Context: an optimization exercise on an open-source flow, tuned for small area, a short achievable clock period and few clock cycles. The choices shown serve that exercise and are no tape-out recipe.
In this exercise RTL edits were held to simulation tests only and were not proved equivalent to the original.
Power is estimated from default activity; no workload was simulated.

[flow/flow/run.sh]
#!/bin/bash
set -euo pipefail
MARGIN=$(cat flow/margin.txt)
bash standard.sh SETUP_SLACK_MARGIN=$MARGIN finish > standard_finish.log 2>&1 || { tail -50 standard_finish.log; exit 1; }
tail -5 standard_finish.log
[flow/flow/margin.txt]
8
[flow/standard.sh]
#!/bin/bash
# synth_recipe.tcl (not shown) runs the flow's synth.tcl, then flattens the netlist and writes it again
# the make line also repeats each setting of config.mk as NAME=value (left out here)
make -C /OpenROAD-flow-scripts/flow DESIGN_CONFIG=/design/flow/config.mk WORK_HOME=/design/flow/orfs CLKGATE_MAP_FILE= SYNTH_SCRIPT=/design/flow/synth_recipe.tcl "${@:-finish}"
[flow/config.mk]
export PLATFORM = sky130hd
export DESIGN_NAME = Top_module
export DESIGN_NICKNAME = Top_module
export VERILOG_FILES = /design/flow/design.v
export SDC_FILE = /design/flow/constraint.sdc
export NUM_CORES = 4
export LEC_CHECK = 0
export CAP_MARGIN = 20
export CORE_MARGIN = 2
export CORE_UTILIZATION = 35
export PLACE_DENSITY = 0.55
export SETUP_SLACK_MARGIN = 0.4
export SLEW_MARGIN = 20
[flow/constraint.sdc]
create_clock -name core_clock -period 12.0 [get_ports {clk}]
set_input_delay 2.4000 -clock core_clock [delete_from_list [all_inputs] [get_ports {clk}]]
set_output_delay 2.4000 -clock core_clock [all_outputs]
set_load 0.01 [all_outputs]
[flow/design.v]
module reg_file(
    input  logic        clk, reset,
    input  logic        we,
    input  logic [4:0]  waddr,
    input  logic [31:0] wdata,
    input  logic [4:0]  raddr1, raddr2,
    output logic [31:0] rdata1, rdata2
);
logic [31:0] regs [1:31];
logic [31:1] vld;
always_ff @(posedge clk) begin
    for (int k = 1; k < 32; k++)
        if (we && waddr == k) regs[k] <= wdata;
end
always_ff @(posedge clk or posedge reset) begin
    if (reset) vld <= '0;
    else for (int k = 1; k < 32; k++)
        if (we && waddr == k) vld[k] <= 1'b1;
end
always_comb begin
    rdata1 = '0;
    rdata2 = '0;
    for (int k = 1; k < 32; k++) begin
        rdata1 = rdata1 | ({32{vld[k] && raddr1 == k}} & regs[k]);
        rdata2 = rdata2 | ({32{vld[k] && raddr2 == k}} & regs[k]);
    end
end
endmodule
module Top_module(
    input  logic        clk, reset,
    output logic [31:0] imem_addr,
    input  logic [31:0] imem_rdata,
    output logic [31:0] dmem_addr,
    output logic [31:0] dmem_wdata,
    output logic        dmem_we,
    input  logic [31:0] dmem_rdata
);
localparam logic [4:0] OP_LOAD = 5'b00000, OP_IMM = 5'b00100, OP_AUIPC = 5'b00101,
                       OP_STORE = 5'b01000, OP_REG = 5'b01100, OP_LUI = 5'b01101,
                       OP_BRANCH = 5'b11000, OP_JALR = 5'b11001, OP_JAL = 5'b11011;
logic [31:2] pc_f;                   
logic        x_valid;
logic [31:2] x_pc;
logic [31:0] x_rs1v, x_rs2v;         
logic [31:0] x_imm;                  
logic [4:0]  x_rd;
logic [2:0]  x_f3;
logic        x_i30, x_useimm, x_sub, x_regwe;
logic        x_load, x_store, x_br, x_jal, x_jalr, x_lui, x_auipc, x_alu;
logic        m_regwe, m_load, m_store;
logic [4:0]  m_rd;
logic [31:0] m_res, m_wdata;
logic [31:0] wb_data;
assign wb_data    = m_load ? dmem_rdata : m_res;
assign dmem_addr  = m_res;
assign dmem_wdata = m_wdata;
assign dmem_we    = m_store;
logic [31:0] inst_f, imm_f;
logic [4:0]  rs1_f, rs2_f, rd_f, op_f;
logic [2:0]  f3_f;
logic        use1_f, use2_f;
logic        load_f, store_f, br_f, jal_f, jalr_f, lui_f, auipc_f, reg_f, opimm_f;
logic [31:0] rf_rd1, rf_rd2, rd1_f, rd2_f;
assign imem_addr = {pc_f, 2'b00};
assign inst_f    = imem_rdata;
assign rs1_f     = inst_f[19:15];
assign rs2_f     = inst_f[24:20];
assign rd_f      = inst_f[11:7];
assign op_f      = inst_f[6:2];
assign f3_f      = inst_f[14:12];
assign load_f    = op_f == OP_LOAD;
assign store_f   = op_f == OP_STORE;
assign br_f      = op_f == OP_BRANCH;
assign jal_f     = op_f == OP_JAL;
assign jalr_f    = op_f == OP_JALR;
assign lui_f     = op_f == OP_LUI;
assign auipc_f   = op_f == OP_AUIPC;
assign reg_f     = op_f == OP_REG;
assign opimm_f   = op_f == OP_IMM;
assign use1_f    = !(lui_f || auipc_f || jal_f);
assign use2_f    = reg_f || store_f || br_f;
always_comb begin
    if (store_f)               imm_f = {{20{inst_f[31]}}, inst_f[31:25], inst_f[11:7]};
    else if (br_f)             imm_f = {{19{inst_f[31]}}, inst_f[31], inst_f[7], inst_f[30:25], inst_f[11:8], 1'b0};
    else if (lui_f || auipc_f) imm_f = {inst_f[31:12], 12'b0};
    else if (jal_f)            imm_f = {{11{inst_f[31]}}, inst_f[31], inst_f[19:12], inst_f[20], inst_f[30:21], 1'b0};
    else                       imm_f = {{20{inst_f[31]}}, inst_f[31:20]};
end
reg_file u_reg_file(
    .clk(clk), .reset(reset),
    .we(m_regwe), .waddr(m_rd), .wdata(wb_data),
    .raddr1(rs1_f), .raddr2(rs2_f),
    .rdata1(rf_rd1), .rdata2(rf_rd2)
);
assign rd1_f = (m_regwe && m_rd == rs1_f) ? wb_data : rf_rd1;
assign rd2_f = (m_regwe && m_rd == rs2_f) ? wb_data : rf_rd2;
logic [31:0] a, b, op2, op2x, sum, sh_in, sh_out, alu_res, tgt, result;
logic [32:0] sum33, diff33;
logic [32:0] sh_ext;
logic        eq, lt, ltu, blt, bltu, cond, taken, redirect, left, fill;
logic [31:2] redirect_pc;
assign a   = x_rs1v;
assign b   = x_rs2v;
assign op2 = x_useimm ? x_imm : b;
assign op2x  = x_sub ? ~op2 : op2;
assign sum33 = {1'b0, a} + {1'b0, op2x} + {32'b0, x_sub};
assign sum   = sum33[31:0];
assign ltu   = !sum33[32];
assign lt    = (a[31] != op2[31]) ? a[31] : sum[31];
assign diff33 = {1'b0, a} + {1'b0, ~b} + 33'd1;
assign bltu   = !diff33[32];
assign blt    = (a[31] != b[31]) ? a[31] : diff33[31];
assign eq     = (a == b);
function automatic logic [31:0] rev32(input logic [31:0] v);
    for (int k = 0; k < 32; k++) rev32[k] = v[31 - k];
endfunction
assign left   = !x_f3[2];
assign fill   = x_i30 && a[31] && !left;
assign sh_in  = left ? rev32(a) : a;
assign sh_ext = $signed({fill, sh_in}) >>> op2[4:0];
assign sh_out = left ? rev32(sh_ext[31:0]) : sh_ext[31:0];
always_comb begin
    case (x_f3)
        3'b000: alu_res = sum;
        3'b001: alu_res = sh_out;
        3'b010: alu_res = {31'b0, lt};
        3'b011: alu_res = {31'b0, ltu};
        3'b100: alu_res = a ^ op2;
        3'b101: alu_res = sh_out;
        3'b110: alu_res = a | op2;
        default: alu_res = a & op2;
    endcase
end
assign tgt = {x_pc, 2'b00} + x_imm;
always_comb begin
    case (x_f3)
        3'b000: cond = eq;
        3'b001: cond = !eq;
        3'b100: cond = blt;
        3'b101: cond = !blt;
        3'b110: cond = bltu;
        3'b111: cond = !bltu;
        default: cond = 1'b0;
    endcase
end
assign taken       = x_jal || x_jalr || (x_br && cond);
assign redirect    = x_valid && taken;
assign redirect_pc = x_jalr ? sum[31:2] : tgt[31:2];
always_comb begin
    if (x_lui)                result = x_imm;
    else if (x_auipc)         result = tgt;
    else if (x_jal || x_jalr) result = {pc_f, 2'b00};
    else if (x_alu)           result = alu_res;
    else                      result = sum;
end
logic stall, fwd1_n, fwd2_n;
assign fwd1_n = x_valid && x_regwe && x_rd == rs1_f;
assign fwd2_n = x_valid && x_regwe && x_rd == rs2_f;
assign stall  = x_load && ((fwd1_n && use1_f) || (fwd2_n && use2_f));
always_ff @(posedge clk or posedge reset) begin
    if (reset) begin
        pc_f    <= '0;
        x_valid <= 1'b0;
        m_regwe <= 1'b0;
        m_load  <= 1'b0;
        m_store <= 1'b0;
    end else begin
        pc_f    <= redirect ? redirect_pc : (stall ? pc_f : pc_f + 30'd1);
        x_valid <= !redirect && !stall;
        m_regwe <= x_valid && x_regwe;
        m_load  <= x_valid && x_load;
        m_store <= x_valid && x_store;
    end
end
always_ff @(posedge clk) begin
    x_pc    <= pc_f;
    x_rs1v  <= fwd1_n ? result : rd1_f;
    x_rs2v  <= fwd2_n ? result : rd2_f;
    x_imm   <= imm_f;
    x_rd    <= rd_f;
    x_f3    <= f3_f;
    x_i30   <= inst_f[30];
    x_useimm <= !(reg_f || br_f);
    x_sub   <= (reg_f && f3_f == 3'b000 && inst_f[30]) ||
               ((reg_f || opimm_f) && (f3_f == 3'b010 || f3_f == 3'b011));
    x_regwe <= (rd_f != 5'd0) && (load_f || reg_f || opimm_f || lui_f || auipc_f || jal_f || jalr_f);
    x_load  <= load_f;
    x_store <= store_f;
    x_br    <= br_f;
    x_jal   <= jal_f;
    x_jalr  <= jalr_f;
    x_lui   <= lui_f;
    x_auipc <= auipc_f;
    x_alu   <= reg_f || opimm_f;
    m_rd    <= x_rd;
    m_res   <= result;
    m_wdata <= b;
end
endmodule
==> flow_metrics.env, run 1 <==
export IMPL_status="timing/DRC/antenna clean"
export IMPL_cts_tree="yes"
export IMPL_synth_area_per_cell_um2=12.0
export IMPL_drive_above_1_share=0.248
export IMPL_setup_tns_ns=0
export IMPL_clk_path_buf_depth=3
export IMPL_yosysTopAreaCell="edfxtp_1"
export IMPL_finalHoldViolations=0
export IMPL_worst_path_max_delay_cell="and3_4"
export IMPL_netlist_instances=5192
export IMPL_end_kind="flip-flop"
export IMPL_die_height_um=426
export IMPL_grt_max_degree=66
export IMPL_leakagePower_uw=0.0275
export IMPL_numCtsBuffers=140
export IMPL_fin_crit_sh=0.341
export IMPL_peakVddDrop_mv=0.137
export IMPL_gp_congestion=0.980
export IMPL_crit_chain="buf_4, nor3b_4, and3_4, buf_16, a22o_1, a221oi_1, nand4_1, nor3_1, a21oi_2, nor2_1, a21oi_1"
export IMPL_maxSlewViolCount=0
export IMPL_dieArea_mm2=0.181
export IMPL_whs_ns=0.409
export IMPL_clk_latency_ns=0.82
export IMPL_drtIter0Drc=11406
export IMPL_yosysMostFrequentCell="edfxtp_1"
export IMPL_multi_input_area_mm2=0.0279
export IMPL_clkSinkCount=1272
export IMPL_start_kind="input pin"
export IMPL_clock_fmax_mhz=245
export IMPL_ys_types=103
export IMPL_cts_max_level=4
export IMPL_synthToLayoutAreaGrowth_pct=25.6
export IMPL_crit_family="simple AND/OR/NAND/NOR gates"
export IMPL_overflow=0
export IMPL_cts_clk_slew_worst_paths_ns=0.07
export IMPL_register_area_mm2=0.0358
export IMPL_wire_per_inst_um=43.2
export IMPL_synth_area_mm2=0.0623
export IMPL_drt_pass1_iterations=10
export IMPL_num_rows=154
export IMPL_nFillCells=16118
export IMPL_synth_commonest_cells="edfxtp_1 (992), a22oi_1 (429), clkbuf_1 (324), nor2_1 (270), a221oi_1 (253)"
export IMPL_antenna_found_initial=21
export IMPL_core_mm2=0.176
export IMPL_crit_fanout=25
export IMPL_fin_crit_ns=4.09
export IMPL_vias=56741
export IMPL_antenna_left=0
export IMPL_slowest_delay_ns=0.45
export IMPL_worstHoldPathType="flip-flop to flip-flop"
export IMPL_hpwl_um=195000
export IMPL_design_area_mm2=0.0783
export IMPL_clockRootBuffer="clkbuf_16"
export IMPL_finClkSkew_ns=0.0659
export IMPL_viasPerCell=7.14
export IMPL_crit_cells=11
export IMPL_synth_top_area_frac=0.478
export IMPL_die_w_um=426
export IMPL_synth_area_leaders="edfxtp_1 (48%), dfxtp_1 (6.9%), a22oi_1 (5.2%), a221oi_1 (3.6%), a22o_1 (3.4%)"
export IMPL_port_buffers=158
export IMPL_hold_depth=0
export IMPL_num_nets_final=5719
export IMPL_p_per_area_mw_per_mm2=173
export IMPL_track_usage=0.363
export IMPL_setup_viol=0
export IMPL_wirelength_um=343000
export IMPL_worst_ep_arrival_time_ns=4.81
export IMPL_ys_ff_latch=1272
export IMPL_worstSetupPathType="input pin to flip-flop"
export IMPL_slew_headroom=0.219
export IMPL_synth_ff_type="edfxtp_1"
export IMPL_yosysWarnings=3
export IMPL_postCtsHoldBufs=0
export IMPL_grt_first_pass_wirelength_um=452000
export IMPL_rsz0062_at_grt="yes"
export IMPL_required_ns=12.72
export IMPL_synth_edf_count=992
export IMPL_worst_path_buf_inv=2
export IMPL_worst_slew_pin_slew_ns=1.17
export IMPL_max_cap_violations=0
export IMPL_grt_pass1_vias=52866
export IMPL_ys_seq_area_frac=0.573
export IMPL_async_reset_ff_frac=0.0511
export IMPL_dpl_cell_area_mm2=0.0678
export IMPL_start_util=0.353
export IMPL_drc_errors=0
export IMPL_reg2reg_depth=16
export IMPL_pin_count=163
metal layers:
layer,share of wire,global-route usage
met1,0.33,0.427
met4,0.10,0.287
met5,0.00068,0
met2,0.42,0.533
met3,0.15,0.135
area by class of cell:
cell class                 count  area share
timing repair inverter         1   0.0000639
sequential                  1272       0.458
inverter                     160     0.00806
timing repair buffer         561      0.0779
clock buffer                 172      0.0479
clock inverter                83      0.0139
antenna                        6    0.000192
tap                         2340      0.0374
multi-input combinational   3357       0.357
registers in the layout (all words and copies together) (netlist names), 3 cells and up:
| signal | flops |
|---|---|
| x_f3 | 3 |
| u_reg_file.regs | 992 |
| m_res | 32 |
| pc_f | 30 |
| x_rs1v | 32 |
| x_rs2v | 32 |
| x_pc | 30 |
| x_imm | 32 |
| u_reg_file.vld | 31 |
| m_rd | 5 |
| m_wdata | 32 |
| x_rd | 5 |
cell families after synthesis:
kind of cell / count (synthesis) / share of synthesized area
AO/OA/AOI/OAI: 1683 / 0.204
XOR/XNOR: 128 / 0.0180
adder cells (fa/ha/maj): 160 / 0.0325
buffers and inverters: 565 / 0.0358
flip-flops: 1272 / 0.573
multiplexers: 255 / 0.0467
other: 1 / 0.0000602
AND/OR/NAND/NOR: 1128 / 0.0901
worst register-to-register path: cells and delay by family (launching register included):
kind	cells	cell delay (ns)
AOI/OAI and AO/OA	6	1.65
buffers and inverters	6	0.93
muxes	2	0.66
DFF	1	0.41
adders and majority gates	1	0.33
xor gates and xnor gates	1	0.05
worst paths after layout:
| path | start | end | slack [ns] |
|---|---|---|---|
| max reg2reg | x_useimm$_DFF_P_ | m_res[25]$_DFF_P_ | 7.93 |
| max in group asynchronous | reset | m_load$_DFF_PP0_ | 8.94 |
| min | x_rd[2]$_DFF_P_ | m_rd[2]$_DFF_P_ | 0.41 |
| min reg2reg | x_rd[2]$_DFF_P_ | m_rd[2]$_DFF_P_ | 0.41 |
| min in group asynchronous | reset | pc_f[14]$_DFFE_PP0P_ | 2.24 |
| max | imem_rdata[17] | x_rs1v[4]$_DFF_P_ | 7.91 |
where the power goes:
| part | leakage (µW) | internal (µW) | total (µW) | switching (µW) |
|---|---|---|---|---|
| clock network | 0.00235 | 2620 | 4560 | 1940 |
| registers | 0.0115 | 5350 | 5700 | 348 |
| logic | 0.0137 | 1130 | 3300 | 2170 |
| total | 0.0275 | 9110 | 13600 | 4460 |
cells in the final DEF, fill, tap and decap left out, types with 35 or more instances in the layout:
cell type / Yosys / layout
dlygate4sd2_1: 0 / 93
inv_1: 153 / 150
dfxtp_1: 215 / 184
mux2i_1: 165 / 138
and3_4: 0 / 51
a22o_1: 244 / 244
nor3_1: 95 / 62
o21ai_0: 121 / 109
a222oi_1: 66 / 66
a21o_1: 38 / 37
a221oi_2: 4 / 149
nand2_1: 229 / 220
nor2_1: 270 / 224
a22oi_2: 0 / 35
a21oi_1: 216 / 169
a221oi_1: 253 / 104
o211ai_1: 45 / 45
xor2_1: 47 / 46
or2_2: 41 / 40
mux2_2: 63 / 64
nand4_1: 150 / 150
clkdlybuf4s50_1: 0 / 48
a22oi_1: 429 / 394
xnor2_1: 81 / 72
ha_1: 157 / 143
clkbuf_16: 0 / 148
buf_4: 10 / 274
edfxtp_1: 992 / 992
buf_12: 0 / 71
nand3_1: 120 / 113
through the flow:
step	setup WS, ns	utilization	instances	power (µW)
floorplan	7.72	-	5193	7230
global placement	5.46	0.384	7435	8600
detailed placement	5.49	0.384	7435	8620
CTS	7.99	0.433	7872	13300
global route	7.87	0.443	7947	13900
finish	7.91	0.443	7952	13600
repair_timing:
item | 4_1_cts | 5_1_grt
cloned | 11 | 6
buffers inserted | 171 | 68
endpoints found under the setup margin | 220 | 115
pin swaps | 69 | 96
gates resized for setup | 648 | 245
Testbench counts, summed over its fixed seeds: cycles 113,148.
==> inputs of run 2 (changes only) <==
--- a/flow/config.mk
+++ b/flow/config.mk
@@ -10,2 +10,3 @@
 export CORE_UTILIZATION = 35
+export CTS_BUF_LIST = sky130_fd_sc_hd__clkbuf_8
 export PLACE_DENSITY = 0.55
==> run 2 against run 1 <==
Net effect: still clean; via count is 0.49% lower; clock skew up 0.048 ns; clock power down 15%; combinational power hardly changed; maximum frequency decreased by 2.7%; worst setup slack got worse by 0.11 ns; sequential power hardly changed; sequential share of layout area increased by 1.1 points; register-to-register slack got worse by 0.13 ns; routed wire length decreased by 1.2%; largest cell class unchanged; largest power group unchanged; highest routed layer unchanged.
==> flow_metrics.env, run 2 <==
export IMPL_die_w_um=426
export IMPL_die_height_um=426
export IMPL_hpwl_um=195000
export IMPL_register_area_mm2=0.0358
export IMPL_antenna_left=0
export IMPL_crit_end="m_res[25]$_DFF_P_"
export IMPL_fin_crit_ns=4.20
export IMPL_worstHoldPathType="flip-flop to flip-flop"
export IMPL_layout_common_cells="edfxtp_1 (992), a22oi_1 (395), a22o_1 (244)"
export IMPL_synth_area_per_cell_um2=12.0
export IMPL_clk_path_buf_depth=3
export IMPL_gp_congestion=0.980
export IMPL_num_nets_final=5737
export IMPL_clock_fmax_mhz=238
export IMPL_final_common_cell="edfxtp_1"
export IMPL_ys_seq_area_frac=0.573
export IMPL_fin_crit_sh=0.350
export IMPL_cpMostUsedCell="o211ai_1"
export IMPL_grt_pass1_vias=53153
export IMPL_synth_ff_type="edfxtp_1"
export IMPL_wirelength_um=339000
export IMPL_synth_area_mm2=0.0623
export IMPL_required_ns=12.88
export IMPL_vias=56462
export IMPL_grt_max_degree=66
export IMPL_p_per_area_mw_per_mm2=168
export IMPL_clk_latency_ns=1.03
export IMPL_drtIter0Drc=11681
export IMPL_antenna_found_initial=21
export IMPL_finClkSkew_ns=0.114
export IMPL_wire_per_inst_um=42.2
export IMPL_synth_commonest_cells="edfxtp_1 (992), a22oi_1 (429), clkbuf_1 (324), nor2_1 (270), a221oi_1 (253)"
export IMPL_start_util=0.353
export IMPL_synth_edf_count=992
export IMPL_ys_ff_latch=1272
export IMPL_rsz0062_at_grt="yes"
export IMPL_largest_reg_flops=992
export IMPL_netlist_instances=5192
export IMPL_maxSlewViolCount=0
export IMPL_peakVddDrop_mv=0.102
export IMPL_worstSetupPathType="flip-flop to flip-flop"
export IMPL_design_area_mm2=0.0765
export IMPL_core_mm2=0.176
export IMPL_max_cap_violations=0
export IMPL_drive_above_1_share=0.250
export IMPL_r2r_setup_slack_ns=7.80
export IMPL_clockRootBuffer="clkbuf_8"
export IMPL_dieArea_mm2=0.181
export IMPL_crit_chain="buf_6, buf_16, mux2i_4, xnor2_1, ha_2, nand4_1, nor3_2, nand3_4, a211oi_4, o211ai_1, mux2_2, o211ai_1, o211ai_1, buf_4, buf_4, inv_1"
export IMPL_finalHoldViolations=0
export IMPL_setup_tns_ns=0
export IMPL_cp_startpoint="x_useimm$_DFF_P_"
export IMPL_yosysWarnings=3
export IMPL_seq_power_share=0.444
export IMPL_overflow=0
export IMPL_clkPwrFrac=0.300
export IMPL_track_usage=0.361
export IMPL_pin_count=163
export IMPL_end_kind="flip-flop"
export IMPL_worst_ep_arrival_time_ns=5.08
export IMPL_leakagePower_uw=0.0270
export IMPL_worst_slew_pin_slew_ns=1.16
export IMPL_numCtsBuffers=206
export IMPL_p_int_uw=8410
export IMPL_largest_register="u_reg_file.regs"
export IMPL_dpl_cell_area_mm2=0.0678
export IMPL_setup_viol=0
export IMPL_port_buffers=158
export IMPL_ys_types=103
export IMPL_yosysMostFrequentCell="edfxtp_1"
export IMPL_r2r_start="x_useimm$_DFF_P_"
export IMPL_viasPerCell=7.03
export IMPL_num_rows=154
export IMPL_reg2reg_depth=16
export IMPL_worst_path_max_delay_cell="ha_2"
export IMPL_postCtsHoldBufs=0
export IMPL_async_reset_ff_frac=0.0511
export IMPL_swShare=0.346
export IMPL_nFillCells=16453
export IMPL_postLayoutCoreUtil=0.433
export IMPL_multi_input_area_mm2=0.0275
export IMPL_slowest_delay_ns=0.41
export IMPL_synthToLayoutAreaGrowth_pct=22.7
export IMPL_synth_area_leaders="edfxtp_1 (48%), dfxtp_1 (6.9%), a22oi_1 (5.2%), a221oi_1 (3.6%), a22o_1 (3.4%)"
export IMPL_yosysTopAreaCell="edfxtp_1"
export IMPL_p_comb_frac=0.256
export IMPL_drt_pass1_iterations=10
export IMPL_status="timing/DRC/antenna clean"
export IMPL_slew_headroom=0.226
export IMPL_start_kind="flip-flop"
export IMPL_clkSinkCount=1272
export IMPL_cts_tree="yes"
export IMPL_r2r_end="m_res[25]$_DFF_P_"
export IMPL_synth_top_area_frac=0.478
export IMPL_crit_fanout=7
export IMPL_power_switching_uw=4450
export IMPL_cts_max_level=4
export IMPL_grt_first_pass_wirelength_um=451000
export IMPL_cts_clk_slew_worst_paths_ns=0.06
export IMPL_drc_errors=0
export IMPL_whs_ns=0.412
[run 2: cell count changes in the layout (fill, tap and decap cells not counted), moves of 23 or more]
cell / delta
clkbuf_1: -23
buf_4: -34
inv_1: +55
clkinv_1: +25
clkbuf_8: +215
buf_2: +24
clkbuf_16: -147
dlygate4sd2_1: -66
[run 2: worst min-delay path by stage]
stage	startpoint	endpoint	slack [ns]	cells after the start
global route	x_rd[2]$_DFF_P_	m_rd[2]$_DFF_P_	0.41	0
detailed placement	x_rd[2]$_DFF_P_	m_rd[2]$_DFF_P_	0.39	0
finish	x_rd[2]$_DFF_P_	m_rd[2]$_DFF_P_	0.41	0
floorplan	x_rs2v[10]$_DFF_P_	m_wdata[10]$_DFF_P_	0.35	0
CTS	x_rd[2]$_DFF_P_	m_rd[2]$_DFF_P_	0.41	0
global placement	x_rd[2]$_DFF_P_	m_rd[2]$_DFF_P_	0.40	0
[run 2: kinds of logic (layout without fill, tap and decap cells)]
family,count (synthesis),after routing,synth area share
compound gates,1683,1683,0.204
mux,255,255,0.0467
buf+inv,565,1056,0.0358
flops,1272,1272,0.573
simple gates,1128,1129,0.0901
fa+ha+maj,160,160,0.0325
other cells,1,11,0.0000602
xor+xnor,128,128,0.0180
[run 2: area by class of cell]
cell class / instances / area share
Timing Repair Buffer: 513 / 0.0702
Sequential cell: 1272 / 0.469
Tap cell: 2340 / 0.0383
Clock buffer: 221 / 0.0398
Clock inverter: 161 / 0.0147
Antenna cell: 9 / 0.000295
Timing Repair inverter: 1 / 0.0000655
Inverter: 160 / 0.00828
Multi-Input combinational cell: 3357 / 0.360
[run 2: what timing repair did]
| action | 4_1_cts | 5_1_grt |
|---|---|---|
| resized for setup | 776 | 179 |
| pin swaps | 62 | 59 |
| endpoints found under the setup margin | 216 | 102 |
| buffers inserted | 142 | 55 |
| cloned | 9 | 2 |
[run 2: power by group through the flow]
stage | logic, µW | registers (µW) | clock network (µW)
finish | 3290 | 5710 | 3870
detailed placement | 2770 | 5850 | 0
floorplan | 1600 | 5630 | 0
CTS | 3090 | 5690 | 3870
global route | 3440 | 5710 | 4060
global placement | 2760 | 5850 | 0
[run 2: routing by layer]
layer	share of wire	global-route usage	vias up
li1	-	-	21547
met2	0.42	0.530	5627
met1	0.33	0.424	27600
met5	0.0010	0.00106	-
met4	0.097	0.274	24
met3	0.15	0.144	1664
[run 2: per-stage QoR]
step	setup WS, ns	total power (µW)	cells
floorplan	7.72	7230	5193
global placement	5.46	8600	7435
detailed placement	5.49	8620	7435
CTS	7.96	12600	7968
global route	7.76	13200	8027
finish	7.80	12900	8034
[run 2: worst max-delay path: cells and delay by family, from the launching register on]
family	cells	cell delay, ns
and+or+nand+nor	3	0.70
xor gates and xnor gates	1	0.14
adders and majority gates	1	0.41
buffers and inverters	5	0.70
DFF	1	0.40
AOI/OAI and AO/OA	4	1.00
muxes	2	0.71
==> inputs of run 3 (changes only) <==
--- a/flow/design.v
+++ b/flow/design.v
@@ -43,2 +43,3 @@
 logic [31:2] x_pc;
+logic        x_seq;                  
 logic [31:0] x_rs1v, x_rs2v;         
@@ -145,3 +146,3 @@
 end
-assign taken       = x_jal || x_jalr || (x_br && cond);
+assign taken       = x_jalr || ((x_jal || (x_br && cond)) && !x_seq);
 assign redirect    = x_valid && taken;
@@ -176,2 +177,4 @@
     x_pc    <= pc_f;
+    x_seq   <= (br_f  && imm_f[12:2] == 11'd1) ||
+               (jal_f && imm_f[20:2] == 19'd1);
     x_rs1v  <= fwd1_n ? result : rd1_f;
==> run 3 against run 2 <==
Net effect: still clean; maximum frequency is 0.50% higher; cell area shrank 0.73%; worst hold slack lost 0.0080 ns; non-clock buffer count is 24 lower; worst setup slack better by 0.021 ns; sequential power hardly changed; via count increased by 0.91%; first-iteration DRC count is 0.86% higher; global-route usage down 0.45 points; clock-buffer cell count grew 7; critical endpoint is now x_rs2v[7]$_DFF_P_; highest routed layer unchanged.
==> flow_metrics.env, run 3 <==
export IMPL_required_ns=12.80
export IMPL_slew_headroom=0.149
export IMPL_drive_above_1_share=0.236
export IMPL_core_mm2=0.176
export IMPL_grt_pass1_vias=52736
export IMPL_yosysWarnings=3
export IMPL_layout_common_cells="edfxtp_1 (992), a22oi_1 (419), nand2_1 (278)"
export IMPL_track_usage=0.357
export IMPL_async_reset_ff_frac=0.0511
export IMPL_cts_tree="yes"
export IMPL_clkSinkCount=1273
export IMPL_yosysMostFrequentCell="edfxtp_1"
export IMPL_synth_edf_count=992
export IMPL_rsz0062_at_grt="yes"
export IMPL_design_area_mm2=0.0759
export IMPL_worst_slew_pin_slew_ns=1.27
export IMPL_maxSlewViolCount=0
export IMPL_overflow=0
export IMPL_crit_fanout=18
export IMPL_whs_ns=0.404
export IMPL_largest_reg_flops=992
export IMPL_synth_area_mm2=0.0623
export IMPL_cts_max_level=4
export IMPL_antenna_left=0
export IMPL_ys_types=89
export IMPL_setup_viol=0
export IMPL_synth_area_leaders="edfxtp_1 (48%), dfxtp_1 (6.9%), a22oi_1 (5.2%), a221oi_1 (3.6%), a22o_1 (3.4%)"
export IMPL_synth_commonest_cells="edfxtp_1 (992), a22oi_1 (435), clkbuf_1 (348), nand2_1 (303), a221oi_1 (253)"
export IMPL_numCtsBuffers=211
export IMPL_antenna_found_initial=16
export IMPL_ys_ff_latch=1273
export IMPL_finalHoldViolations=0
export IMPL_dieArea_mm2=0.181
export IMPL_synth_area_per_cell_um2=11.8
export IMPL_pin_count=163
export IMPL_clock_fmax_mhz=239
export IMPL_dpl_cell_area_mm2=0.0678
export IMPL_setup_tns_ns=0
export IMPL_hpwl_um=198000
export IMPL_port_buffers=158
export IMPL_largest_register="u_reg_file.regs"
export IMPL_fin_crit_sh=0.348
export IMPL_grt_first_pass_wirelength_um=446000
export IMPL_start_util=0.353
export IMPL_synth_ff_type="edfxtp_1"
export IMPL_netlist_instances=5265
export IMPL_clockRootBuffer="clkbuf_8"
export IMPL_drtIter0Drc=11782
export IMPL_synthToLayoutAreaGrowth_pct=21.8
export IMPL_synth_top_area_frac=0.478
export IMPL_num_rows=154
export IMPL_end_kind="flip-flop"
export IMPL_gp_congestion=1.02
export IMPL_p_per_area_mw_per_mm2=171
export IMPL_fin_crit_ns=4.18
export IMPL_finClkSkew_ns=0.0858
export IMPL_worst_ep_arrival_time_ns=4.98
export IMPL_wire_per_inst_um=41.8
export IMPL_viasPerCell=7.05
export IMPL_cts_clk_slew_worst_paths_ns=0.06
export IMPL_drt_pass1_iterations=10
export IMPL_drc_errors=0
export IMPL_die_w_um=426
export IMPL_clk_latency_ns=1.02
export IMPL_vias=56973
export IMPL_clk_path_buf_depth=3
export IMPL_final_common_cell="edfxtp_1"
export IMPL_status="timing/DRC/antenna clean"
export IMPL_grt_max_degree=66
export IMPL_peakVddDrop_mv=0.111
export IMPL_worstHoldPathType="flip-flop to flip-flop"
export IMPL_num_nets_final=5782
export IMPL_ys_seq_area_frac=0.574
export IMPL_max_cap_violations=0
export IMPL_start_kind="input pin"
export IMPL_worstSetupPathType="input pin to flip-flop"
export IMPL_die_height_um=426
export IMPL_nFillCells=16419
export IMPL_leakagePower_uw=0.0271
export IMPL_wirelength_um=338000
export IMPL_yosysTopAreaCell="edfxtp_1"
[run 3: cell types whose count changed after synthesis, sizes merged, moves of 9 or more]
cell    previous run  this run
nor4              26        35
o31ai             29        12
o221ai            10        25
buf               81        68
mux2i            171       138
a21o              38        27
clkbuf           324       348
nand2            229       303
o211ai            45        87
nand3            120       158
a21oi            217       177
o21ai            141       189
nor2             271       230
nand4            150       139
[run 3: layer usage]
metal / track usage / share of wire / up-vias
met5: 0.00370 / 0.00097 / -
met2: 0.531 / 0.43 / 5792
met1: 0.428 / 0.34 / 27758
li1: - / - / 21764
met3: 0.131 / 0.15 / 1641
met4: 0.247 / 0.088 / 18
[run 3: area by class of cell]
| type | count | area, µm² | share of cell area |
|---|---|---|---|
| timing repair inverter | 1 | 5.00 | 0.0000659 |
| timing repair buffer | 489 | 4990 | 0.0657 |
| sequential | 1273 | 35900 | 0.473 |
| inverter | 168 | 652 | 0.00859 |
| multi-input combinational | 3412 | 27200 | 0.359 |
| antenna | 10 | 25.0 | 0.000330 |
| tap | 2340 | 2930 | 0.0386 |
| clock inverter | 164 | 1030 | 0.0135 |
| clock buffer | 228 | 3140 | 0.0413 |
[run 3: cell families (layout without fill, tap and decap cells)]
group / count (synthesis) / in the layout / share of synthesized area
AOI/OAI and AO/OA: 1705 / 1705 / 0.205
DFF: 1273 / 1273 / 0.574
and+or+nand+nor: 1191 / 1194 / 0.0942
buffers and inverters: 584 / 1050 / 0.0363
muxes: 220 / 220 / 0.0399
adders and majority gates: 160 / 160 / 0.0325
xor gates and xnor gates: 131 / 131 / 0.0184
other: 1 / 12 / 0.0000602
[run 3: power breakdown]
part           total, µW  leakage (µW)  internal, µW  switching, µW
clock network       3860       0.00241          1910           1950
logic               3380        0.0131          1110           2280
registers           5720        0.0115          5390            334
total              13000        0.0271          8410           4560
[run 3: final timing paths]
path,from,to,slack [ns],cells past startpoint
max,imem_rdata[21],x_rs2v[7]$_DFF_P_,7.82,10
min,x_rd[1]$_DFF_P_,m_rd[1]$_DFF_P_,0.40,0
max reg2reg,x_rs1v[31]$_DFF_P_,x_rs1v[18]$_DFF_P_,7.99,10
min reg2reg,x_rd[1]$_DFF_P_,m_rd[1]$_DFF_P_,0.40,0
max in group asynchronous,reset,m_load$_DFF_PP0_,9.07,3
min in group asynchronous,reset,pc_f[22]$_DFFE_PP0P_,2.12,3
[run 3: repair_timing]
item / 4_1_cts / 5_1_grt
endpoints found under the hold margin: 0 / 0
gates resized for setup: 763 / 193
cloned: 10 / 11
setup buffers: 86 / 83
setup endpoints to repair: 223 / 116
hold buffers: 0 / 0
pin swaps: 45 / 52
[run 3: metrics by stage]
| stage | std cells | setup WS (ns) | utilization | power (µW) |
|---|---|---|---|---|
| after global placement | 7492 | 5.49 | 0.384 | 8740 |
| after CTS | 7981 | 7.93 | 0.420 | 12700 |
| after global routing | 8078 | 7.95 | 0.430 | 13300 |
| final | 8085 | 7.82 | 0.430 | 13000 |
| after detailed placement | 7493 | 5.44 | 0.384 | 8750 |
| after floorplan | 5266 | 7.81 | - | 7300 |
[run 3: critical path, stage by stage]
cell	delay [ns]
clkbuf_4	0.20
and2_4	0.23
and3_2	0.22
buf_6	0.22
buf_12	0.24
a22o_1	0.22
a221oi_2	0.17
nand4_1	0.13
nor3_1	0.71
o22ai_1	0.14
Testbench counts of run 3, summed over its fixed seeds: cycles 110,643.
==> inputs of run 4 (changes only) <==
==> flow/flow/margin.txt (replaced) <==
7.75
==> run 4 against run 3 <==
Net effect: clock power rose by 2%; total power down 0.35%; clock-buffer cell count fell by 2; via count fell by 0.89%; global-route usage down 0.39 points; sequential share of layout area increased by 1.5 points; core utilization shrank 1.4 points; combinational power decreased by 4%; critical endpoint is now x_rs1v[2]$_DFF_P_.
==> flow_metrics.env, run 4 <==
export IMPL_wire_per_inst_um=41.4
export IMPL_clk_path_buf_depth=3
export IMPL_pin_count=163
export IMPL_synth_top_family_by_area="compound AO/OA/AOI/OAI gates"
export IMPL_fin_crit_ns=4.31
export IMPL_fin_crit_sh=0.359
export IMPL_setup_tns_ns=0
export IMPL_yosysMostFrequentCell="edfxtp_1"
export IMPL_wirelength_um=331000
export IMPL_p_int_uw=8410
export IMPL_hpwl_um=196000
export IMPL_peakVddDrop_mv=0.116
export IMPL_async_reset_ff_frac=0.0511
export IMPL_worst_path_buf_inv=2
export IMPL_p_comb_frac=0.250
export IMPL_p_per_area_mw_per_mm2=176
export IMPL_largest_register="u_reg_file.regs"
export IMPL_power_switching_uw=4510
export IMPL_synth_simple_area_share=0.0942
export IMPL_die_w_um=426
export IMPL_crit_fanout=25
export IMPL_postCtsHoldBufs=0
export IMPL_track_usage=0.353
export IMPL_grt_pass1_vias=52830
export IMPL_antenna_left=0
export IMPL_start_util=0.353
export IMPL_swShare=0.349
export IMPL_vias=56468
export IMPL_die_height_um=426
export IMPL_p_total_uw=12900
export IMPL_worstSetupPathType="input pin to flip-flop"
export IMPL_clockRootBuffer="clkbuf_8"
export IMPL_status="timing/DRC/antenna clean"
export IMPL_dpl_cell_area_mm2=0.0668
export IMPL_num_nets_final=5687
export IMPL_design_area_mm2=0.0734
export IMPL_clkPwrFrac=0.305
export IMPL_nFillCells=16788
export IMPL_clkSinkCount=1273
export IMPL_seq_power_share=0.445
export IMPL_numCtsBuffers=211
export IMPL_layout_common_cells="edfxtp_1 (992), a22oi_1 (435), nand2_1 (287)"
export IMPL_cts_tree="yes"
export IMPL_ys_types=89
export IMPL_core_mm2=0.176
export IMPL_viasPerCell=7.06
export IMPL_largest_reg_flops=992
export IMPL_finClkSkew_ns=0.0716
export IMPL_drc_errors=0
export IMPL_drive_above_1_share=0.176
export IMPL_synth_area_leaders="edfxtp_1 (48%), dfxtp_1 (6.9%), a22oi_1 (5.2%), a221oi_1 (3.6%), a22o_1 (3.4%)"
export IMPL_worstHoldPathType="flip-flop to flip-flop"
export IMPL_clock_fmax_mhz=232
export IMPL_worst_path_max_delay_cell="a222oi_1"
export IMPL_synth_xor_area_frac=0.0184
export IMPL_yosysWarnings=3
export IMPL_crit_chain="buf_2, nor2_4, and3_2, buf_6, a222oi_1, nand3_1, nor3_4, nand2_1, o211ai_1, o21ai_1"
export IMPL_netlist_instances=5265
export IMPL_grt_first_pass_wirelength_um=442000
export IMPL_synth_edf_count=992
export IMPL_synth_area_per_cell_um2=11.8
export IMPL_synth_fa_ha_area_frac=0.0325
export IMPL_cts_clk_slew_worst_paths_ns=0.07
export IMPL_gp_congestion=1.02
export IMPL_synth_area_mm2=0.0623
export IMPL_ys_ff_latch=1273
export IMPL_leakagePower_uw=0.0261
export IMPL_crit_family="simple AND/OR/NAND/NOR gates"
export IMPL_max_cap_violations=0
export IMPL_setup_viol=0
export IMPL_slowest_delay_ns=0.47
export IMPL_synth_top_area_frac=0.478
export IMPL_yosysTopAreaCell="edfxtp_1"
export IMPL_port_buffers=158
export IMPL_rsz0062_at_grt="yes"
export IMPL_ys_seq_area_frac=0.574
export IMPL_required_ns=12.82
export IMPL_worst_ep_arrival_time_ns=5.13
export IMPL_multi_input_area_mm2=0.0259
export IMPL_maxSlewViolCount=0
export IMPL_start_kind="input pin"
export IMPL_synth_ff_type="edfxtp_1"
export IMPL_synthToLayoutAreaGrowth_pct=17.9
export IMPL_synth_area_mux_share=0.0399
export IMPL_synth_commonest_cells="edfxtp_1 (992), a22oi_1 (435), clkbuf_1 (348), nand2_1 (303), a221oi_1 (253)"
export IMPL_drtIter0Drc=12253
export IMPL_end_kind="flip-flop"
export IMPL_overflow=0
export IMPL_dieArea_mm2=0.181
export IMPL_synth_compound_area_share=0.205
export IMPL_antenna_found_initial=18
export IMPL_grt_max_degree=65
export IMPL_finalHoldViolations=0
export IMPL_slew_headroom=0.174
export IMPL_final_common_cell="edfxtp_1"
export IMPL_cts_max_level=4
export IMPL_drt_pass1_iterations=9
export IMPL_clk_latency_ns=1.02
export IMPL_register_area_mm2=0.0358
export IMPL_worst_slew_pin_slew_ns=1.23
export IMPL_num_rows=154
## run 4: cell count changes in the layout (fill, tap and decap cells not counted), moves of 23 or more
cell | previous run | this run
a221oi_2 | 143 | 5
dlygate4sd2_1 | 20 | 88
a221oi_1 | 109 | 247
buf_4 | 220 | 165
buf_2 | 55 | 3
dfxtp_4 | 31 | 8
## run 4: logic make-up after synthesis
family                   after synthesis
buffers and inverters                584
XOR/XNOR                             131
other                                  1
adder cells (fa/ha/maj)              160
AND/OR/NAND/NOR                     1191
AO/OA/AOI/OAI                       1705
flip-flops                          1273
multiplexers                         220
## run 4: power by group through the flow
stage          Combinational, µW  Clock, µW  Sequential [µW]
2_1_floorplan               1610          0             5650
3_3_place_gp                2830          0             5890
3_5_place_dp                2850          0             5880
4_1_cts                     3040       3940             5720
5_1_grt                     3380       4140             5740
6_report                    3230       3950             5740
## run 4: path summary, 6_finish.rpt
path	start	endpoint	slack (ns)	cells past startpoint
worst min register to register	x_rd[2]$_DFF_P_	m_rd[2]$_DFF_P_	0.41	0
min in group asynchronous	reset	pc_f[6]$_DFFE_PP0P_	1.70	2
max in group asynchronous	reset	m_load$_DFF_PP0_	9.05	3
worst max-delay path	imem_rdata[16]	x_rs1v[2]$_DFF_P_	7.69	10
worst min-delay path	x_rd[2]$_DFF_P_	m_rd[2]$_DFF_P_	0.41	0
worst max register to register	x_f3[2]$_DFF_P_	x_rs2v[18]$_DFF_P_	7.73	11
## run 4: repair_timing
action / in CTS / in global routing
resized for setup: 406 / 153
pin swaps: 19 / 30
setup endpoints to repair: 212 / 110
setup buffers: 54 / 30
gates cloned: 3 / 2
hold endpoints to repair: 0 / 0
## run 4: routing by layer
metal | GRT usage | share of wire | wire, µm
met4 | 0.263 | 0.093 | 30700
met3 | 0.129 | 0.15 | 49200
met2 | 0.527 | 0.43 | 141000
met5 | 0.00794 | 0.00077 | 254
met1 | 0.415 | 0.33 | 110000
## run 4: area by class of cell
class,instances,area share
tap,2340,0.0399
antenna,12,0.000409
sequential,1273,0.488
inverter,168,0.00867
clock buffer,226,0.0424
multi-input combinational,3410,0.353
clock inverter,171,0.0157
timing repair buffer,397,0.0521
## run 4: per-stage QoR
| step | cells | worst slack, ns | util | hold WS, ns |
|---|---|---|---|---|
| finish | 7997 | 7.69 | 0.416 | 0.410 |
| global route | 7987 | 7.69 | 0.416 | 0.421 |
| CTS | 7952 | 7.75 | 0.411 | 0.406 |
| detailed placement | 7498 | 5.49 | 0.379 | 0.394 |
| global placement | 7497 | 5.50 | 0.378 | 0.395 |
| floorplan | 5266 | 7.74 | - | 0.350 |
==> inputs of run 5 (changes only) <==
==> flow/flow/margin.txt (replaced) <==
8
--- a/flow/config.mk
+++ b/flow/config.mk
@@ -9,5 +9,5 @@
 export CORE_MARGIN = 2
-export CORE_UTILIZATION = 35
+export CORE_UTILIZATION = 45
 export CTS_BUF_LIST = sky130_fd_sc_hd__clkbuf_8
-export PLACE_DENSITY = 0.55
+export PLACE_DENSITY = 0.62
 export SETUP_SLACK_MARGIN = 0.4
==> run 5 against run 4 <==
Net effect: sequential share of layout area is 1.1 points lower; synthesized area did not move; via count rose by 1.6%; worst hold slack lost 0.0092 ns; flip-flop and latch count is the same; global-route usage grew 8.8 points; non-clock buffer count is 97 higher; largest cell class unchanged.
==> flow_metrics.env, run 5 <==
export IMPL_status="timing/DRC/antenna clean"
export IMPL_ys_seq_area_frac=0.574
export IMPL_pin_count=163
export IMPL_ys_ff_latch=1273
export IMPL_synth_commonest_cells="edfxtp_1 (992), a22oi_1 (435), clkbuf_1 (348), nand2_1 (303), a221oi_1 (253)"
export IMPL_finalHoldViolations=0
export IMPL_synth_area_per_cell_um2=11.8
export IMPL_worst_slew_pin_slew_ns=1.18
export IMPL_vias=57379
export IMPL_final_common_cell="edfxtp_1"
export IMPL_post_place_ws_ns=5.54
export IMPL_finClkSkew_ns=0.0723
export IMPL_reg2reg_depth=15
export IMPL_leakagePower_uw=0.0270
export IMPL_clk_path_buf_depth=3
export IMPL_grt_pass1_vias=53344
export IMPL_yosysWarnings=3
export IMPL_start_kind="input pin"
export IMPL_antenna_left=0
export IMPL_num_nets_final=5779
export IMPL_p_int_uw=8390
export IMPL_synth_top_area_frac=0.478
export IMPL_grt_max_degree=66
export IMPL_end_kind="flip-flop"
export IMPL_required_ns=12.86
export IMPL_fin_crit_ns=4.14
export IMPL_num_rows=136
export IMPL_hpwl_um=186000
export IMPL_numCtsBuffers=206
export IMPL_setup_viol=0
export IMPL_setup_tns_ns=0
export IMPL_crit_fanout=15
export IMPL_drtIter0Drc=12852
export IMPL_worstSetupPathType="input pin to flip-flop"
export IMPL_p_per_area_mw_per_mm2=171
export IMPL_synth_edf_count=992
export IMPL_antenna_found_initial=18
export IMPL_synth_area_mux_share=0.0399
export IMPL_clkSinkCount=1273
export IMPL_port_buffers=158
export IMPL_min_from="x_rd[4]$_DFF_P_"
export IMPL_r2r_end="x_rs2v[21]$_DFF_P_"
export IMPL_synth_top_family_by_area="compound AO/OA/AOI/OAI gates"
export IMPL_drive_above_1_share=0.235
export IMPL_synth_xor_area_frac=0.0184
export IMPL_seq_power_share=0.442
export IMPL_ys_types=89
export IMPL_cts_clk_slew_worst_paths_ns=0.05
export IMPL_worstHoldPathType="flip-flop to flip-flop"
export IMPL_largest_reg_flops=992
export IMPL_start_util=0.453
export IMPL_drt_pass1_iterations=17
export IMPL_drc_errors=0
export IMPL_clk_latency_ns=0.98
export IMPL_track_usage=0.441
export IMPL_peakVddDrop_mv=0.109
export IMPL_power_switching_uw=4510
export IMPL_rsz0062_at_grt="yes"
export IMPL_synth_compound_area_share=0.205
export IMPL_whs_ns=0.400
export IMPL_swShare=0.350
export IMPL_layout_common_cells="edfxtp_1 (992), a22oi_1 (419), nand2_1 (281)"
export IMPL_p_total_uw=12900
export IMPL_synth_ff_type="edfxtp_1"
export IMPL_fin_crit_sh=0.345
export IMPL_slew_headroom=0.214
export IMPL_hold_end="m_rd[4]$_DFF_P_"
export IMPL_grt_first_pass_wirelength_um=431000
export IMPL_synthToLayoutAreaGrowth_pct=20.7
export IMPL_synth_fa_ha_area_frac=0.0325
export IMPL_largest_register="u_reg_file.regs"
export IMPL_wirelength_um=323000
export IMPL_core_mm2=0.137
export IMPL_synth_simple_area_share=0.0942
export IMPL_yosysTopAreaCell="edfxtp_1"
export IMPL_r2r_start="x_useimm$_DFF_P_"
export IMPL_viasPerCell=7.62
export IMPL_die_w_um=376
export IMPL_timing_final_ws_setup_ns=7.86
export IMPL_synth_area_leaders="edfxtp_1 (48%), dfxtp_1 (6.9%), a22oi_1 (5.2%), a221oi_1 (3.6%), a22o_1 (3.4%)"
export IMPL_synth_area_mm2=0.0623
export IMPL_clock_fmax_mhz=241
export IMPL_r2r_setup_slack_ns=7.90
export IMPL_netlist_instances=5265
export IMPL_worst_ep_arrival_time_ns=5.00
export IMPL_overflow=0
export IMPL_hold_depth=0
export IMPL_cts_tree="yes"
export IMPL_gp_congestion=1.06
export IMPL_clockRootBuffer="clkbuf_8"
export IMPL_wire_per_inst_um=43.0
export IMPL_max_cap_violations=0
export IMPL_dieArea_mm2=0.141
export IMPL_yosysMostFrequentCell="edfxtp_1"
export IMPL_maxSlewViolCount=0
export IMPL_die_height_um=376
export IMPL_clkPwrFrac=0.294
export IMPL_cts_max_level=4
export IMPL_p_comb_frac=0.264
export IMPL_async_reset_ff_frac=0.0511
export IMPL_nFillCells=11592
export IMPL_postCtsHoldBufs=0
==> run 5: cell counts after synthesis <==
Identical to the previous run, type by type.
==> run 5: metrics by stage <==
stage	util	instances	instance area (µm²)
floorplan	-	5266	64800
global placement	0.488	6946	67100
detailed placement	0.488	6947	67100
CTS	0.535	7441	73600
global route	0.547	7524	75200
finish	0.547	7528	75200
==> run 5: metal layers <==
layer | track usage | up-vias | routed length (µm)
met5 | 0.00720 | - | 514
met4 | 0.351 | 28 | 34500
met3 | 0.186 | 2017 | 52900
met2 | 0.639 | 6243 | 132000
met1 | 0.511 | 27369 | 103000
li1 | - | 21722 | -
==> run 5: worst max-delay path: stages <==
cell and delay, ns:
buf_6 0.14, nor3_2 0.36, and3_4 0.39, buf_4 0.38, buf_8 0.32, a22oi_2 0.12
nand4_1 0.11, nor4_1 0.06, nand2_1 0.32, o211ai_1 0.19, o21ai_1 0.15
==> run 5: worst max path at each step <==
| stage | start | endpoint | depth (start not counted) |
|---|---|---|---|
| floorplan | imem_rdata[21] | pc_f[26]$_DFFE_PP0P_ | 11 |
| global placement | imem_rdata[24] | x_rs2v[0]$_DFF_P_ | 10 |
| detailed placement | imem_rdata[19] | x_rs1v[23]$_DFF_P_ | 11 |
| CTS | m_res[9]$_DFF_P_ | dmem_addr[9] | 1 |
| global route | x_useimm$_DFF_P_ | x_rs1v[28]$_DFF_P_ | 18 |
| finish | imem_rdata[19] | x_rs1v[6]$_DFF_P_ | 11 |
==> run 5: cell families after synthesis <==
| group | count (synthesis) |
|---|---|
| xor gates and xnor gates | 131 |
| buffers and inverters | 584 |
| AOI/OAI and AO/OA | 1705 |
| other | 1 |
| and+or+nand+nor | 1191 |
| adders and majority gates | 160 |
| DFF | 1273 |
| muxes | 220 |
==> run 5: repair_timing <==
item / 4_1_cts / 5_1_grt
endpoints found under the setup margin: 223 / 117
setup buffers: 106 / 75
gates resized for setup: 695 / 215
cloned: 6 / 4
pin swaps: 54 / 74
==> run 5: area by class of cell <==
class	instances	area, µm²	share of cell area
multi-input cells	3409	27400	0.364
clock inverters	162	1030	0.0137
diodes	7	17.5	0.000233
repair inverters	1	5.00	0.0000665
flip-flops and latches	1273	35900	0.477
clock buffers	220	3030	0.0402
repair buffers	494	4990	0.0663
inverters	168	653	0.00868
well taps	1794	2240	0.0298
==> run 5: power groups by stage <==
stage               Combinational [µW]  Sequential [µW]  Clock (µW)
CTS                               3110             5680        3770
floorplan                         1640             5660           0
global placement                  2820             5830           0
finish                            3410             5690        3790
global route                      3530             5690        3960
detailed placement                2850             5830           0
==> inputs of run 6 (changes only) <==
--- a/flow/config.mk
+++ b/flow/config.mk
@@ -9,5 +9,5 @@
 export CORE_MARGIN = 2
-export CORE_UTILIZATION = 45
+export CORE_UTILIZATION = 40
 export CTS_BUF_LIST = sky130_fd_sc_hd__clkbuf_8
-export PLACE_DENSITY = 0.62
+export PLACE_DENSITY = 0.6
 export SETUP_SLACK_MARGIN = 0.4
==> run 6 against run 5 <==
Net effect: still clean on timing, DRC and antenna; clock power down 3%; flip-flop and latch count unchanged; die area grew 12%; clock-buffer cell count decreased by 5; register-to-register slack gained 0.04 ns; non-clock buffer count rose by 47; cell area increased by 1.3%; maximum frequency up 0.21%; highest routed layer unchanged.
==> flow_metrics.env, run 6 <==
export IMPL_wire_per_inst_um=42.5
export IMPL_track_usage=0.399
export IMPL_clkPwrFrac=0.286
export IMPL_leakagePower_uw=0.0273
export IMPL_r2r_setup_slack_ns=7.94
export IMPL_synth_area_per_cell_um2=11.8
export IMPL_setup_tns_ns=0
export IMPL_met2_wirelength_um=136000
export IMPL_yosysWarnings=3
export IMPL_num_nets_final=5827
export IMPL_rsz0062_at_grt="yes"
export IMPL_start_kind="input pin"
export IMPL_drtIter0Drc=13240
export IMPL_crit_chain="buf_4, nor2b_4, and3_2, buf_6, buf_6, a22o_1, a221oi_1, nand3_1, nor3_1, nand2_2, o211ai_1, o21ai_1"
export IMPL_grt_pass1_vias=53003
export IMPL_hold_end="m_rd[2]$_DFF_P_"
export IMPL_synth_top_area_frac=0.478
export IMPL_p_int_uw=8340
export IMPL_top_layer="met5"
export IMPL_register_area_mm2=0.0359
export IMPL_antenna_left=0
export IMPL_fin_crit_sh=0.344
export IMPL_largest_register="u_reg_file.regs"
export IMPL_dieArea_mm2=0.159
export IMPL_p_per_area_mw_per_mm2=169
export IMPL_required_ns=12.80
export IMPL_start_util=0.404
export IMPL_worst_slew_pin_slew_ns=1.21
export IMPL_cpMostUsedCell="buf_6"
export IMPL_largest_reg_flops=992
export IMPL_netlist_instances=5265
export IMPL_crit_fanout=17
export IMPL_drc_errors=0
export IMPL_synth_area_leaders="edfxtp_1 (48%), dfxtp_1 (6.9%), a22oi_1 (5.2%), a221oi_1 (3.6%), a22o_1 (3.4%)"
export IMPL_finalHoldViolations=0
export IMPL_nFillCells=13512
export IMPL_viasPerCell=7.39
export IMPL_grt_first_pass_wirelength_um=437000
export IMPL_worst_ep_arrival_time_ns=4.93
export IMPL_clockRootBuffer="clkbuf_8"
export IMPL_drive_above_1_share=0.241
export IMPL_clk_path_buf_depth=3
export IMPL_hold_depth=0
export IMPL_reg2reg_depth=14
export IMPL_hpwl_um=190000
export IMPL_overflow=0
export IMPL_route_met3_wl_um=55100
export IMPL_min_from="x_rd[2]$_DFF_P_"
export IMPL_status="timing/DRC/antenna clean"
export IMPL_slowest_delay_ns=0.32
export IMPL_worstHoldPathType="flip-flop to flip-flop"
export IMPL_maxSlewViolCount=0
export IMPL_multi_input_area_mm2=0.0276
export IMPL_drt_pass1_iterations=12
export IMPL_vias=57785
export IMPL_die_height_um=399
export IMPL_layout_common_cells="edfxtp_1 (992), a22oi_1 (418), nand2_1 (275)"
export IMPL_end_kind="flip-flop"
export IMPL_pin_count=163
export IMPL_seq_power_share=0.442
export IMPL_power_switching_uw=4540
export IMPL_fin_crit_ns=4.13
export IMPL_postLayoutCoreUtil=0.493
export IMPL_wirelength_um=333000
export IMPL_worstSetupPathType="input pin to flip-flop"
export IMPL_port_buffers=158
export IMPL_m1WireLength_um=108000
export IMPL_finClkSkew_ns=0.0834
export IMPL_final_common_cell="edfxtp_1"
export IMPL_synth_edf_count=992
export IMPL_num_rows=144
export IMPL_yosysMostFrequentCell="edfxtp_1"
export IMPL_synth_area_mm2=0.0623
export IMPL_cts_tree="yes"
export IMPL_gp_congestion=1.03
export IMPL_worst_path_max_delay_cell="nor3_1"
export IMPL_synth_ff_type="edfxtp_1"
export IMPL_max_cap_violations=0
export IMPL_antenna_found_initial=16
export IMPL_die_w_um=399
export IMPL_synthToLayoutAreaGrowth_pct=22.3
export IMPL_slew_headroom=0.191
export IMPL_async_reset_ff_frac=0.0511
export IMPL_ys_seq_area_frac=0.574
export IMPL_cts_max_level=4
export IMPL_peakVddDrop_mv=0.108
export IMPL_p_comb_frac=0.272
export IMPL_clkSinkCount=1273
export IMPL_ys_types=89
export IMPL_cts_clk_slew_worst_paths_ns=0.07
export IMPL_clk_latency_ns=0.98
export IMPL_setup_viol=0
export IMPL_grt_max_degree=63
export IMPL_clock_fmax_mhz=242
export IMPL_swShare=0.352
export IMPL_r2r_end="x_rs2v[8]$_DFF_P_"
export IMPL_core_mm2=0.154
export IMPL_yosysTopAreaCell="edfxtp_1"
export IMPL_synth_commonest_cells="edfxtp_1 (992), a22oi_1 (435), clkbuf_1 (348), nand2_1 (303), a221oi_1 (253)"
export IMPL_ys_ff_latch=1273
export IMPL_numCtsBuffers=204
export IMPL_r2r_start="x_useimm$_DFF_P_"
[run 6: per-stage QoR]
stage | setup slack, ns | power, µW | instance area [µm²] | hold WS, ns | cells
3_5_place_dp | 5.56 | 8700 | 67400 | 0.385 | 7195
5_1_grt | 7.86 | 13200 | 76200 | 0.410 | 7809
4_1_cts | 7.98 | 12500 | 73400 | 0.386 | 7662
6_report | 7.87 | 12900 | 76200 | 0.392 | 7821
2_1_floorplan | 7.81 | 7300 | 64800 | 0.350 | 5266
3_3_place_gp | 5.61 | 8680 | 67400 | 0.388 | 7195
[run 6: logic make-up after synthesis]
family	count (synthesis)	synth area share
buffers and inverters	584	0.0363
AOI/OAI and AO/OA	1705	0.205
and+or+nand+nor	1191	0.0942
adders and majority gates	160	0.0325
muxes	220	0.0399
xor gates and xnor gates	131	0.0184
other	1	0.0000602
DFF	1273	0.574
[run 6: worst max-delay path, delay by kind of cell]
kind	cells	cell delay, ns
buffers and inverters	3	0.66
and+or+nand+nor	5	1.09
AOI/OAI and AO/OA	4	0.75
[run 6: metal layers]
layer | vias up | track usage
met3 | 1905 | 0.166
met1 | 27724 | 0.474
met2 | 6319 | 0.573
li1 | 21827 | -
met5 | - | 0.00424
met4 | 10 | 0.305
[run 6: how the worst max path moves through the flow]
stage / startpoint / end / slack [ns]
global placement: imem_rdata[16] / x_rs1v[0]$_DFF_P_ / 5.61
CTS: x_useimm$_DFF_P_ / m_res[28]$_DFF_P_ / 7.98
floorplan: imem_rdata[21] / pc_f[26]$_DFFE_PP0P_ / 7.81
detailed placement: imem_rdata[16] / x_rs1v[0]$_DFF_P_ / 5.56
finish: imem_rdata[21] / x_rs2v[25]$_DFF_P_ / 7.87
global route: imem_rdata[20] / x_rs2v[25]$_DFF_P_ / 7.86
[run 6: power groups by stage]
stage | Combinational [µW] | Sequential [µW] | Clock (µW)
2_1_floorplan | 1640 | 5660 | 0
5_1_grt | 3620 | 5700 | 3860
3_3_place_gp | 2840 | 5840 | 0
6_report | 3510 | 5690 | 3680
4_1_cts | 3120 | 5690 | 3670
3_5_place_dp | 2860 | 5840 | 0
[run 6: layout make-up]
| class | instances | share of cell area |
|---|---|---|
| Tap cell | 2044 | 0.0336 |
| Timing Repair Buffer | 541 | 0.0735 |
| Sequential cell | 1273 | 0.471 |
| Inverter | 168 | 0.00870 |
| Antenna cell | 14 | 0.000460 |
| Clock inverter | 153 | 0.0123 |
| Timing Repair inverter | 1 | 0.0000657 |
| Multi-Input combinational cell | 3412 | 0.362 |
| Clock buffer | 215 | 0.0388 |
[run 6: timing repair]
item / in CTS / in global routing
gates cloned: 4 / 16
endpoints found under the hold margin: 0 / 0
hold buffers: 0 / 0
buffers inserted: 95 / 128
endpoints found under the setup margin: 223 / 140
pin swaps: 42 / 76
gates resized for setup: 638 / 304

[separate check: timing with driven ports]
Ports are ideal in the flow. The routed layouts listed here were re-timed in OpenROAD.
Step 1: set_driving_cell puts a clkbuf_16 on clk and a buf_2 on each other input, an assumption about the parent block.
Step 2, shift: input delay + t, output delay - t, t = (earliest + latest rising clock arrival at the registers) / 2. This alone moves slack from input paths to output paths.
Slacks: no drivers / after step 1 / after step 2; pairs: no drivers / after step 1.
run | t, ns | setup WS [ns] | hold slack, ns | cell pins on the clock port's net
run 1 | 0.878 | 7.911 / 7.928 / 7.092 | 0.409 / 0.409 / 0.409 | 1
run 2 | 1.059 | 7.797 / 7.797 / 6.911 | 0.412 / 0.412 / 0.412 | 1
run 3 | 1.052 | 7.818 / 7.878 / 6.826 | 0.404 / 0.404 / 0.404 | 1
run 4 | 1.063 | 7.692 / 7.702 / 6.668 | 0.410 / 0.410 / 0.410 | 1
run 5 | 1.023 | 7.857 / 7.903 / 6.881 | 0.400 / 0.400 / 0.400 | 1
run 6 | 1.016 | 7.866 / 7.894 / 6.878 | 0.392 / 0.392 / 0.392 | 1
After both steps setup and hold are still met in every run listed. For run 4, which loses most, drivers alone change the setup slack by +0.010 ns; drivers and shift together by -1.024 ns.
